Source: an optimization exercise on an open RTL-to-GDS flow (aim: small area, a short achievable clock period and few clock cycles per item). Production flows keep margins and buffers that such runs may drop. The RTL was checked by simulation tests, not by an equivalence proof against the original design. Power is estimated from default activity; no workload was simulated.

==> design/flow/config.mk <==
export PLATFORM = sky130hd
export DESIGN_NAME = top_module
export DESIGN_NICKNAME = top_module
export VERILOG_FILES = /design/flow/design.v
export SDC_FILE = /design/flow/constraint.sdc
export NUM_CORES = 4
export LEC_CHECK = 0
export CAP_MARGIN = 20
export CORE_MARGIN = 2
export CORE_UTILIZATION = 40
export SLEW_MARGIN = 20
==> design/flow/constraint.sdc <==
create_clock -name core_clock -period 4.0 [get_ports {s_axi_clk}]
set_input_delay 0.8000 -clock core_clock [delete_from_list [all_inputs] [get_ports {s_axi_clk}]]
set_output_delay 0.8000 -clock core_clock [all_outputs]
set_load 0.01 [all_outputs]
==> design/flow/design.v <==
`timescale 1ns / 1ps
module s_axi_lite #(
    parameter S_AXI_DATA_WIDTH  = 32,
    parameter S_AXI_ADDR_WIDTH  = 32,
    parameter S_AXI_MEM_DEPTH   = 8 
)
(
    input                               s_axi_clk,
    input                               s_axi_resetn,
    input                               s_axi_awvalid,
    input      [S_AXI_ADDR_WIDTH-1:0]   s_axi_awaddr,
    output                              s_axi_awready,
    input                               s_axi_wvalid,
    input      [S_AXI_DATA_WIDTH-1:0]   s_axi_wdata,
    input      [S_AXI_DATA_WIDTH/8-1:0] s_axi_wstrb,
    output                              s_axi_wready,
    input                               s_axi_bready,
    output      [1:0]                   s_axi_bresp,
    output                              s_axi_bvalid,
    input                               s_axi_arvalid,
    input      [S_AXI_ADDR_WIDTH-1:0]   s_axi_araddr,
    output                              s_axi_arready,
    input                               s_axi_rready,
    output     [S_AXI_DATA_WIDTH-1:0]   s_axi_rdata,
    output      [1:0]                   s_axi_rresp,
    output                              s_axi_rvalid
);
localparam AW_HS = 0, AW_WT = 1;  
localparam W_WT  = 0, W_HS  = 1;  
localparam B_WT  = 0, B_HS  = 1;  
localparam AR_HS = 0, AR_WT = 1;  
localparam R_WT  = 0, R_HS  = 1;  
reg [S_AXI_ADDR_WIDTH-1:0] awaddr;  
reg                        awready;  
reg                        awstate;  
reg                        wready;  
reg                        wstate;  
reg      [1:0]             bresp;  
reg                        bvalid;  
reg                        bstate;  
reg [S_AXI_ADDR_WIDTH-1:0] araddr;  
reg                        arready;  
reg                        arstate;  
reg [S_AXI_DATA_WIDTH-1:0] rdata;  
reg      [1:0]             rresp;  
reg                        rvalid;  
reg                        rstate;  
reg [S_AXI_DATA_WIDTH-1:0] slv_mem [0:S_AXI_MEM_DEPTH-1];  
integer i;
wire    aw_handshake = s_axi_awvalid & s_axi_awready;  
wire    w_handshake  = s_axi_wvalid  & s_axi_wready;   
wire    b_handshake  = s_axi_bready  & s_axi_bvalid;   
wire    ar_handshake = s_axi_arvalid & s_axi_arready;  
wire    r_handshake  = s_axi_rready  & s_axi_rvalid;   
wire    addr_err     = (awaddr >= S_AXI_MEM_DEPTH);  
wire    slv_err      = addr_err; 
wire    invalid_read = (s_axi_araddr>>2)>=S_AXI_MEM_DEPTH;
assign  s_axi_awready = awready;
assign  s_axi_wready  = wready;
assign  s_axi_bvalid  = bvalid;
assign  s_axi_bresp   = bresp;
assign  s_axi_arready = arready;
assign  s_axi_rdata   = rdata;
assign  s_axi_rresp   = rresp;
assign  s_axi_rvalid  = rvalid;
always @(posedge s_axi_clk) begin  
    if(!s_axi_resetn) begin
        awready <= 0; awstate <= AW_HS;
    end 
    else begin
        case(awstate) 
            AW_HS: begin
                if(aw_handshake) begin
                    awready <= 0;
                    awaddr  <= s_axi_awaddr >> 2;  
                    awstate <= AW_WT;
                end
                else awready <= 1;
            end
            AW_WT: begin
                if(b_handshake) begin
                    awready <= 1;
                    awstate <= AW_HS;
                end
                else awready <= 0;
            end
            default: awstate <= AW_HS;
        endcase 
    end
end
always @(posedge s_axi_clk) begin    
    if(!s_axi_resetn) begin
        wstate <= W_WT; wready <= 0;
        for(i = 0; i<S_AXI_MEM_DEPTH; i = i + 1) begin
            slv_mem[i] <= 0;
        end
    end
    else begin
        case(wstate)
            W_WT: begin
                if(aw_handshake) begin
                    wready <= 1;
                    wstate <= W_HS;
                end
                else wready <= 0;
            end
            W_HS: begin
                if(w_handshake) begin
                    wready <= 0;
                    wstate <= W_WT;
                    if(!addr_err) begin  
                        for(i = 0; i <S_AXI_DATA_WIDTH/8; i = i + 1) begin
                            if(s_axi_wstrb[i]) slv_mem[awaddr][8*i+:8] <= s_axi_wdata[8*i+:8];
                        end
                    end
                end
            end
            default: wstate <=W_WT;
        endcase
    end
end
always @(posedge s_axi_clk) begin    
    if(!s_axi_resetn) begin
        bstate <= B_WT; bvalid <= 0;
    end
    else begin
        case(bstate)
            B_WT: begin
                if(w_handshake) begin
                    bresp  <= slv_err ? 2'b10:2'b00;
                    bvalid <= 1;
                    bstate <= B_HS; 
                end
                else bvalid <= 0;
            end
            B_HS: begin
                if(b_handshake) begin
                    bstate <= B_WT;
                    bvalid <= 0;
                end
                else bvalid <= 1;
            end
            default : bstate <= B_WT;
        endcase
    end
end
always @(posedge s_axi_clk) begin           
    if(!s_axi_resetn) begin
        arstate <= AR_HS; arready <= 0;
    end
    else begin
        case (arstate)
            AR_HS: begin
                if(ar_handshake) begin
                    arready <= 0;
                    arstate <= AR_WT;
                    araddr  <= s_axi_araddr >> 2;
                end
                else arready <= 1;
            end 
            AR_WT: begin
                if(r_handshake) begin
                    arready <= 1;
                    arstate <= AR_HS;
                end
                else arready <= 0;
            end
            default: arstate <= AR_HS;
        endcase
    end
end
always @(posedge s_axi_clk) begin
    if(!s_axi_resetn) begin
        rstate <= R_WT; rvalid <= 0;
    end
    else begin
        case (rstate)
            R_WT: begin
                if(ar_handshake) begin
                    rvalid <= 1;
                    if(invalid_read) begin 
                        rresp <= 2'b10;
                        rdata <= 0;
                    end
                    else begin
                        rresp <= 2'b00;
                        rdata <= slv_mem[s_axi_araddr>>2];
                    end                                  
                    rstate <= R_HS;
                end
                else rvalid <= 0;
            end
            R_HS: begin
                if(r_handshake) begin
                    rvalid <= 0;
                    rstate <= R_WT;
                end
                else rvalid <= 1;
            end
            default: rstate <= R_WT; 
        endcase
    end
end
endmodule
`timescale 1ns / 1ps
module top_module#(
    parameter S_AXI_DATA_WIDTH  = 32,
    parameter S_AXI_ADDR_WIDTH  = 32,
    parameter S_AXI_MEM_DEPTH   = 8  
)(
    input                               s_axi_clk,
    input                               s_axi_resetn,
    input                               s_axi_awvalid,
    input      [S_AXI_ADDR_WIDTH-1:0]   s_axi_awaddr,
    output                              s_axi_awready,
    input                               s_axi_wvalid,
    input      [S_AXI_DATA_WIDTH-1:0]   s_axi_wdata,
    input      [S_AXI_DATA_WIDTH/8-1:0] s_axi_wstrb,
    output                              s_axi_wready,
    input                               s_axi_bready,
    output      [1:0]                   s_axi_bresp,
    output                              s_axi_bvalid,
    input                               s_axi_arvalid,
    input      [S_AXI_ADDR_WIDTH-1:0]   s_axi_araddr,
    output                              s_axi_arready,
    input                               s_axi_rready,
    output     [S_AXI_DATA_WIDTH-1:0]   s_axi_rdata,
    output      [1:0]                   s_axi_rresp,
    output                              s_axi_rvalid
    );
    s_axi_lite #(
    .S_AXI_ADDR_WIDTH(S_AXI_ADDR_WIDTH),
    .S_AXI_DATA_WIDTH(S_AXI_DATA_WIDTH),
    .S_AXI_MEM_DEPTH(S_AXI_MEM_DEPTH)
     )Slave(
    .s_axi_clk(s_axi_clk),
    .s_axi_resetn(s_axi_resetn),
    .s_axi_awvalid(s_axi_awvalid),
    .s_axi_awaddr(s_axi_awaddr),
    .s_axi_awready(s_axi_awready),
    .s_axi_wvalid(s_axi_wvalid),
    .s_axi_wdata(s_axi_wdata),
    .s_axi_wstrb(s_axi_wstrb),
    .s_axi_wready(s_axi_wready),
    .s_axi_bready(s_axi_bready),
    .s_axi_bvalid(s_axi_bvalid),
    .s_axi_bresp(s_axi_bresp),
    .s_axi_arvalid(s_axi_arvalid),
    .s_axi_arready(s_axi_arready),
    .s_axi_araddr(s_axi_araddr),
    .s_axi_rready(s_axi_rready),
    .s_axi_rvalid(s_axi_rvalid),
    .s_axi_rdata(s_axi_rdata),
    .s_axi_rresp(s_axi_rresp)
    );
endmodule
==> design/flow/run.sh <==
#!/bin/bash
# synth_recipe.tcl (not shown) runs the flow's synth.tcl, then flattens the netlist and writes it again
# the make line also repeats each setting of config.mk as NAME=value (left out here)
make -C /OpenROAD-flow-scripts/flow DESIGN_CONFIG=/design/flow/config.mk WORK_HOME=/design/flow/orfs CLKGATE_MAP_FILE= SYNTH_SCRIPT=/design/flow/synth_recipe.tcl finish
==> flow_summary.toml <==
[setup_path]
r2r-start = "Slave.awaddr[21]"
crit_family = "simple AND/OR/NAND/NOR gates"
cp-end-kind = "register"
crit_type = "reg2reg"
r2r_cells = 5
worst-path-max-fanout = 17
path_buf_inv = 2
critPathLaunchType = "register"
worstPathArrival_ps = 3080
cpMostUsedCell = "buf_4"
slowest_stage = "nor4_4"
reg2reg_slack_ps = 1140
cp_slowest_stage_delay_ps = 690
crit_chain = "nor4_4, buf_4, nand3_4, o41ai_1, buf_4"
cp.required_ps = 4230
worstReg2RegEnd = "Slave.slv_mem[3][9]"

[global_routing]
grt.met1_usage = 0.2370
grt_max_degree = 89
top_usage_layer = "met2"
antenna_found_initial = 0
grt_util_met3 = 0.03039
grt.total_usage = 0.1882
grt_overflow = 0
first_global_vias = 9717
grt_first_pass_wirelength_mm = 55.72
met2_usage = 0.3358

[die]
ios = 148
coreArea_um2 = 36700
die_h_um = 197.5
die_w_um = 197.5
die_area_um2 = 39000
rows = 70
initial_core_util = 0.4080

[yosys]
ys_async_sr_fraction = 0
synthCells = 977
synth-edff-count = 320
syn_area_per_cell_um2 = 15.33
ys_seq_area_frac = 0.6524
synth-warning-count = 1
netlist_area_um2 = 14970
ys.flop_type = "edfxtp_1"
ys_ff_latch = 328
synth.distinct_cells = 37

[clock_tree]
holdBufCountCts = 0
clk_pin_slew_ps = 50
cts_resized = 0
cts_root_buf = "clkbuf_16"
cts_inserted_buffers = 38
ctsLongestPathBuffers = 3
clock_sinks = 328
post_cts_buffers = 0
htree_levels = 2
cts_tree = "built"
worstSkewPairLatency_ps = 520

[route]
vias_per_cell = 5.629
dr.pass1.iters = 8
antenna_left = 0
routedWlPerCell_um = 22.13
drt_wl_total_mm = 36.07
drcViolationCount = 0
drt_iter0_drc = 722
num_vias = 9175

[timing]
max_freq_ghz = 0.3500
fin_skew_ps = 9.271
period_needed_ps = 2857
hold_slack_ps = 542.3
setup_violations = 0
slew_headroom = 0.4296
hold_viol = 0
worst_slew_pin_slew_ps = 849.2
finalCritPeriodShare = 0.7143
tns_ps = 0
drv_slew = 0
grt_setup_unrepaired = "false"

[place]
port_buffers = 141
gp_congestion = 0.7709
dp.cells = 1563
hpwl_mm = 23.13

[flow_run]
maxCapViolCount = 0

[min_path]
worst_hold_startpoint = "Slave.wready"
holdPathStages = 1
min_to = "Slave.wready"
hold_path.class = "reg2reg"

[outcome]
status = "finished clean"

[power_and_ir_drop]
p_total_mw = 7.724
vdd_ir_drop_max_uv = 366.2
p_per_area_nw_per_um2 = 424.1
p_leak_nw = 5.614

[finish]
layout.nets = 1242
seq_area_um2 = 9769
area_delta_synth_final_pct = 21.62
fill_cells = 3089
finish.cell_count_without_fillers = 1630
layout-drive-gt1-share = 0.2203
antennaDiodeCount = 0
multi_input_area_um2 = 4622
fin_util = 0.4963
==> kinds of logic (layout without fill, tap and decap cells) <==
kind of cell           after synthesis  in the layout  share of synthesized area
other                                1              2                  0.0002504
buffers and inverters              107            291                    0.03994
AOI/OAI and AO/OA                   39             39                    0.01972
muxes                               98             98                     0.1190
and+or+nand+nor                    404            404                     0.1687
DFF                                328            328                     0.6524
==> synthesized netlist by cell type, drive strengths merged, types with 3 or more instances <==
cell type | instances | area, µm²
edfxtp | 320 | 9609
nor3 | 259 | 1373
mux4 | 64 | 1441
clkbuf | 59 | 221.5
buf | 44 | 361.6
nor4 | 44 | 519.2
nand2 | 38 | 142.6
mux2i | 34 | 340.3
nand3 | 34 | 182.7
o31ai | 28 | 210.2
nand4 | 9 | 161.4
dfxtp | 8 | 160.2
nor3b | 5 | 37.54
and2 | 4 | 25.02
inv | 4 | 15.01
o41ai | 4 | 35.03
and3b | 3 | 26.28
==> cell usage in the layout (no fill, tap or decap), types with 2 or more instances in the layout <==
cell and instances:
a21oi_1 2, a31o_2 2, and2_1 4, and3b_1 3, buf_12 5, buf_2 2, buf_4 75, clkbuf_1 12
clkbuf_16 41, clkdlybuf4s50_1 138, clkinv_1 4, clkinv_2 7, clkinvlp_4 2, conb_1 2, dfxtp_1 8, edfxtp_1 320
inv_1 4, mux2i_1 34, mux4_2 64, nand2_1 38, nand3_1 33, nand4_1 2, nand4_4 7, nor2b_1 2
nor3_1 245, nor3_2 13, nor3b_1 4, nor4_1 12, nor4_2 27, nor4_4 5, o21a_1 2, o31ai_1 28
o41ai_1 4, or2_2 2
==> layer usage <==
| layer | up-vias | wire length, µm |
|---|---|---|
| met4 | 0 | 723 |
| met3 | 54 | 1697 |
| met2 | 251 | 18760 |
| li1 | 4244 | - |
| met1 | 4626 | 14890 |
| met5 | - | 0 |
==> worst max path at each step <==
| stage | startpoint | end | cells after the start |
|---|---|---|---|
| CTS | Slave.awaddr[21] | Slave.slv_mem[3][9] | 5 |
| global route | Slave.awaddr[21] | Slave.slv_mem[3][9] | 5 |
| finish | Slave.awaddr[21] | Slave.slv_mem[3][9] | 5 |
| floorplan | s_axi_resetn | Slave.rdata[0] | 3 |
| detailed placement | s_axi_wvalid | Slave.slv_mem[3][13] | 7 |
| global placement | s_axi_wvalid | Slave.slv_mem[3][13] | 7 |
==> layout make-up <==
type | count | share of cell area
flip-flops and latches | 328 | 0.5364
multi-input cells | 543 | 0.2538
repair buffers | 220 | 0.1128
clock buffers | 53 | 0.05881
well taps | 468 | 0.03215
clock inverters | 14 | 0.005221
inverters | 4 | 0.0008244
==> power by group <==
part	internal (mW)	leakage [nW]	switching [mW]
registers	3.91	3.13	0.0437
logic	0.272	1.92	0.235
clock network	1.93	0.567	1.33
total	6.11	5.61	1.61
==> sequential cells by signal, indices dropped and copies added, names as in the netlist <==
| signal | count |
|---|---|
| Slave.rdata | 32 |
| Slave.awready | 1 |
| Slave.bresp | 1 |
| Slave.wstate | 1 |
| Slave.arstate | 1 |
| Slave.bstate | 1 |
| Slave.wready | 1 |
| Slave.awstate | 1 |
| Slave.awaddr | 30 |
| Slave.rvalid | 1 |
| Slave.slv_mem | 256 |
| Slave.rresp | 1 |
| Slave.arready | 1 |
==> stage by stage <==
step	setup slack [ps]	area (µm²)
global route	954.7	18210
floorplan	1002	14980
finish	1143	18210
detailed placement	856.9	17050
global placement	899.2	17050
CTS	1080	18210
Testbench counts, summed over its fixed seeds: cycles 39,304, ops 24,000.

## static timing again, ports no longer ideal
Ports are ideal in the flow. The routed layout listed here was re-timed in OpenROAD. Step 1: set_driving_cell puts a clkbuf_16 on s_axi_clk and a buf_2 on each other input, an assumption about the parent block. Step 2 times the ports against the registers' clock, not the clock port: input delays grow and output delays shrink by t, the midpoint of the rising clock arrivals with the driver on. Three values: ideal, step 1, step 2; two values: the first two.
shift t [ns]: 0.565
setup WS [ns]: 1.143 / 1.143 / 0.849
worst register clock-pin slew, ns: 0.06 / 0.06
After both steps setup and hold are still met in this run. For this run, drivers alone change the setup slack by 0.000 ns; drivers and shift together by -0.294 ns.
